Background: an optimization exercise with open tools, aiming at small area and a short achievable clock period. Do not read the settings as production practice. Only simulation tests tie the RTL to the original design; equivalence was not proved. Power figures rest on the tool's default switching activity, not on a simulated workload.

== run C ==
## PipelineMips
module PipelineMips(clk, reset, imem_addr, imem_data, dmem_we, dmem_re, dmem_addr, dmem_wdata, dmem_rdata);
  input clk, reset;
  output wire [31:0] imem_addr;
  input [31:0] imem_data;
  output wire dmem_we, dmem_re;
  output wire [31:0] dmem_addr, dmem_wdata;
  input [31:0] dmem_rdata;
  integer i;
  reg [31:2] pc;                             
  reg [31:2] if_pc4;                         
  reg [31:0] if_inst;
  reg        if_z;                           
  reg [31:0] if_g1, if_g2;                   
  reg        ex_regdst;                      
  reg        ex_sub, ex_r_and, ex_r_or, ex_r_sum, ex_r_slt;  
  reg        ex_mr, ex_mw, ex_rw;
  reg [31:0] ex_a, ex_b;                     
  reg [15:0] ex_imm;
  reg [4:0]  ex_rt;
  reg        as_mem, as_wb, as_reg;          
  reg        bsp_imm, bsn_imm, bsp_mem, bsn_mem, bsp_wb, bsn_wb, bs_reg;
  reg        fb_mem, fb_wb;                  
  reg        id_sel1, id_sel2, id_byp1, id_byp2;  
  reg        id_byp0;                        
  reg        mem_mr, mem_mw, mem_rw;         
  reg        mem_mr2;
  reg [31:0] mem_res, mem_wd;                
  reg [4:0]  mem_rd;
  reg        wb_rw;                          
  reg [31:0] wb_wd;
  reg [4:0]  wb_rd;
  reg [31:0] rf [0:31];
  reg [31:0] rf_v;
  wire [31:0] inst  = if_inst & {32{~if_z}};
  wire [5:0] opcode = inst[31:26];
  wire [5:0] func   = inst[5:0];
  wire [4:0] rs     = inst[25:21];
  wire [4:0] rt     = inst[20:16];
  wire [15:0] imm   = inst[15:0];
  wire op_r    = (opcode == 6'b000000);
  wire op_addi = (opcode == 6'b001000);
  wire op_andi = (opcode == 6'b001100);
  wire op_lw   = (opcode == 6'b100011);
  wire op_sw   = (opcode == 6'b101011);
  wire op_beq  = (opcode == 6'b000100);
  wire op_bne  = (opcode == 6'b000101);
  wire op_j    = (opcode == 6'b000010);
  wire c_alusrc = op_addi | op_andi | op_lw | op_sw;
  ...
==> flow/config.mk <==
export PLATFORM = sky130hd
export DESIGN_NAME = PipelineMips
export DESIGN_NICKNAME = PipelineMips
export VERILOG_FILES = /design/flow/design.v
export SDC_FILE = /design/flow/constraint.sdc
export NUM_CORES = 4
export LEC_CHECK = 0
export CAP_MARGIN = 30
export CORE_MARGIN = 2
export CORE_UTILIZATION = 55
export SLEW_MARGIN = 30
==> flow/constraint.sdc <==
create_clock -name core_clock -period 12.0 [get_ports {clk}]
set_input_delay 2.4000 -clock core_clock [delete_from_list [all_inputs] [get_ports {clk}]]
set_output_delay 2.4000 -clock core_clock [all_outputs]
set_load 0.01 [all_outputs]
standard.sh (not shown) runs the stock make flow with config.mk's settings and CLKGATE_MAP_FILE= SYNTH_SCRIPT=/design/flow/synth_recipe.tcl, a recipe that flattens the netlist after the stock synthesis.
==> flow/flow/run.sh <==
#!/bin/bash
# Layout flow: the standard ORFS flow (standard.sh) with
#  - plain buf_2 port buffers instead of delay buffers;
#  - a clock tree of clkbuf_16 with larger clusters and no dummy loads.
# The make output goes to flow.log here; ORFS writes each step's log under orfs/logs.
set -euo pipefail
export SETUP_SLACK_MARGIN=8.5
export TNS_END_PERCENT=10
export BUFFER_PORTS_ARGS="-buffer_cell sky130_fd_sc_hd__buf_2"
export CTS_ARGS="-sink_clustering_enable -repair_clock_nets -dont_use_dummy_load -buf_list sky130_fd_sc_hd__clkbuf_16 -sink_clustering_size 25 -sink_clustering_max_diameter 70"
bash standard.sh > flow.log 2>&1
Relative to run C, the following input files were edited for run E:
--- a/flow/flow/run.sh
+++ b/flow/flow/run.sh
@@ -7 +7 @@
-export SETUP_SLACK_MARGIN=8.5
+export SETUP_SLACK_MARGIN=8
[summary]
Changes observed in run E relative to run C: register cell area after layout has remained practically unchanged, total power per unit cell area has remained practically unchanged, arrival time of the worst setup path has increased, worst vdd rail ir drop has decreased. Across both runs, via count of the first global-routing pass was lower for run E than for run C. Run E went all the way through the flow, and no timing, DRC or antenna check failed. From run C to run E the numbers moved as follows: met2 wire length shows a reduction of about 0.38%, die area shows no meaningful change, number of gates on the worst path with buffers counted shows a reduction of 1, layout-stage area growth over the synthesis result shows no meaningful change. The launching instance or port of the critical path comes out mem_res[0] in one run and if_g1[26] in the other, namely in run C and run E respectively.

[port drivers added, routing unchanged]
The results above use ideal ports. As a check the final layouts listed here were re-extracted and re-timed, cells and wires unchanged. Step 1, drivers: a clkbuf_16 drives clk and a buf_2 each remaining input, both assumed. Step 2 moves the port delays by t, midway between the first and last clock arrival at a register: inputs arrive t later, outputs are due t later. That takes back most of the time a late clock gives input paths. Three values: no drivers, after step 1, after step 2; two values: the first two.
run | shift t [ns] | setup slack, ns | worst register clock-pin slew, ns | worst slew at a driven data input, ns
run C | 0.802 | 7.616 / 7.616 / 7.365 | 0.11 / 0.11 | 0.16
run E | 0.779 | 7.565 / 7.565 / 7.144 | 0.10 / 0.10 | 0.15
After both steps setup and hold are still met in every run listed. The setup slack of run E, which loses most, moves by 0.000 ns with the drivers and by -0.421 ns with both steps.
